What follows belongs to an exercise in optimizing a design on an open flow for small area and a short achievable clock period; a production flow would make more cautious choices. The RTL was checked by simulation tests, not by an equivalence proof against the original design. Power figures rest on the tool's default switching activity, not on a simulated workload.

== oak ==
Design addmachine, start of the top module:
module addmachine
    ( input wire clock
    , input wire reset
    , input wire prog_we
    , input wire[4:0] prog_addr
    , input wire[7:0] prog_data
    , output wire[7:0] res
    );
reg [7:0] acc;    
reg [7:0] ir;     
reg [4:0] pc;     
wire is_loadi = ir[7:4] == 4'b0001;
wire is_addi  = ir[7:4] == 4'b0010;
wire is_add   = ir[7:5] == 3'b100;
wire is_load  = ir[7:5] == 3'b101;
wire is_store = ir[7:5] == 3'b110;
wire is_jump  = ir[7:5] == 3'b111;
wire [4:0] waddr = reset ? prog_addr : ir[4:0];
wire [7:0] wdata = reset ? prog_data : acc;
wire       we    = reset ? prog_we : is_store;
wire [7:0] rd [0:31];
genvar i;
generate
    for (i = 0; i < 32; i = i + 1) begin : m
        reg [7:0] b;
        always @(posedge clock)
            if (we && waddr == i)
                b <= wdata;
        assign rd[i] = b;
    end
endgenerate
wire [7:0] opnd  = rd[ir[4:0]];
wire [7:0] fetch = (is_store && ir[4:0] == pc) ? acc : rd[pc];
always @(posedge clock) begin
    if (reset) begin
        ir <= 8'd0;
        pc <= 5'd0;
        acc <= 8'd0;
    end else begin
        ir <= fetch;
        pc <= is_jump ? ir[4:0] : pc + 5'd1;
        if (is_loadi)
            acc <= {4'b0000, ir[3:0]};
        else if (is_addi)
            acc <= acc + {4'b0000, ir[3:0]};
        else if (is_add)
            acc <= acc + opnd;
        else if (is_load)
  ...
Size: ~1,200 cells after synthesis, roughly 280 flip-flops, about 24 I/O pins, roughly 0.014 mm² of cells after synthesis.
Settings: LEC_CHECK=0, CAP_MARGIN=20, CORE_MARGIN=2, CORE_UTILIZATION=30, PLACE_DENSITY=0.5, SETUP_SLACK_MARGIN=0.3, SLEW_MARGIN=20; clock period 6.0 ns.
run.sh (not shown) runs the stock make flow with config.mk's settings and CLKGATE_MAP_FILE= SYNTH_SCRIPT=/design/flow/synth_recipe.tcl, a recipe that flattens the netlist after the stock synthesis.
oak: no failed stages, no open violations at the end
#### Input delta (pine over oak)
- putting ABC_CLOCK_PERIOD_IN_PS at 3000 where nothing was set
- swapping 0.5 for 0.6 in PLACE_DENSITY
- swapping 30 for 50 in CORE_UTILIZATION
- swapping 0.3 for 3.0 in SETUP_SLACK_MARGIN
==> comparison <==
Compared with oak, in pine post-cts repair resize count increased 132, power in combinational cells increased 28%, total via count in the routed design increased 1,330.

---

before:
Another version of the RTL of addmachine (not shown whole).
Size: about 1,200 cells after synthesis, ~300 flip-flops, ~24 I/O pins, about 13,000 µm² of cells after synthesis.
export LEC_CHECK = 0
export ABC_CLOCK_PERIOD_IN_PS = 2800
export CAP_MARGIN = 20
export CELL_PAD_IN_SITES_DETAIL_PLACEMENT = 1
export CELL_PAD_IN_SITES_GLOBAL_PLACEMENT = 2
export CORE_MARGIN = 2
export CORE_UTILIZATION = 45
export PLACE_DENSITY = 0.65
export SETUP_SLACK_MARGIN = 3.2
export SLEW_MARGIN = 20
export SYNTH_HIERARCHICAL = 1
export SYNTH_MINIMUM_KEEP_SIZE = 0
export TNS_END_PERCENT = 100
create_clock -name core_clock -period 6.0 [get_ports {clock}]
standard.sh (not shown) runs the stock make flow with config.mk's settings and CLKGATE_MAP_FILE= SYNTH_SCRIPT=/design/flow/synth_recipe.tcl, a recipe that flattens the netlist after the stock synthesis.
==> flow/flow/run.sh <==
#!/bin/bash
# The standard layout, with two changes: the ports get plain buf_2 buffers
# (which timing repair may resize), and clock tree synthesis adds no dummy
# loads and clusters more flip-flops per leaf buffer.
set -euo pipefail
export BUFFER_PORTS_ARGS="-buffer_cell sky130_fd_sc_hd__buf_2"
export CTS_ARGS="-sink_clustering_enable -repair_clock_nets -buf_list {sky130_fd_sc_hd__clkbuf_4 sky130_fd_sc_hd__clkbuf_8} -sink_clustering_size 14 -sink_clustering_max_diameter 60 -dont_use_dummy_load"
bash standard.sh > standard.log 2>&1
before did not stop at any stage, and its layout met the timing, design-rule and antenna checks.
What after does differently from before at the input level:
-- flow/config.mk --
<<< before, line 15
export SETUP_SLACK_MARGIN = 3.2
>>> after, line 15
export SETUP_SLACK_MARGIN = 3.25
[summary]
Any difference in storage element area between after and before is small enough to ignore.
Cmp after and before / final wirelength / lower: before
Compared with before, after shows cell count that has gone up slightly.
Switching power summed over all nets up 45 µW in after wrt before
More vias were needed by after than by before.
Relative to before, the final cell area reported for after is higher.
Compared with before, placement density in the core of after is higher.

[what the ideal ports hide]
The results above use ideal ports. As a check the final layouts listed here were re-extracted and re-timed, cells and wires unchanged. Step 1 assumes that a clkbuf_16 drives the clock port and a buf_2 every other input. Step 2 times the ports against the registers' clock, not the clock port: input delays grow and output delays shrink by t, the midpoint of the rising clock arrivals with the driver on. Three values: no drivers, after step 1, after step 2; two values: the first two.
run | t (ns) | setup slack, ns | worst register clock-pin slew, ns
oak | 0.641 | 0.604 / 0.604 / 0.604 | 0.07 / 0.07
pine | 0.631 | 2.135 / 2.135 / 2.135 | 0.07 / 0.07
before | 0.646 | 3.106 / 2.995 / 2.490 | 0.10 / 0.10
after | 0.648 | 3.154 / 3.032 / 2.486 | 0.09 / 0.09
After both steps every run listed still meets setup and hold. The setup slack of after, which loses most, moves by -0.122 ns with the drivers and by -0.668 ns with both steps.
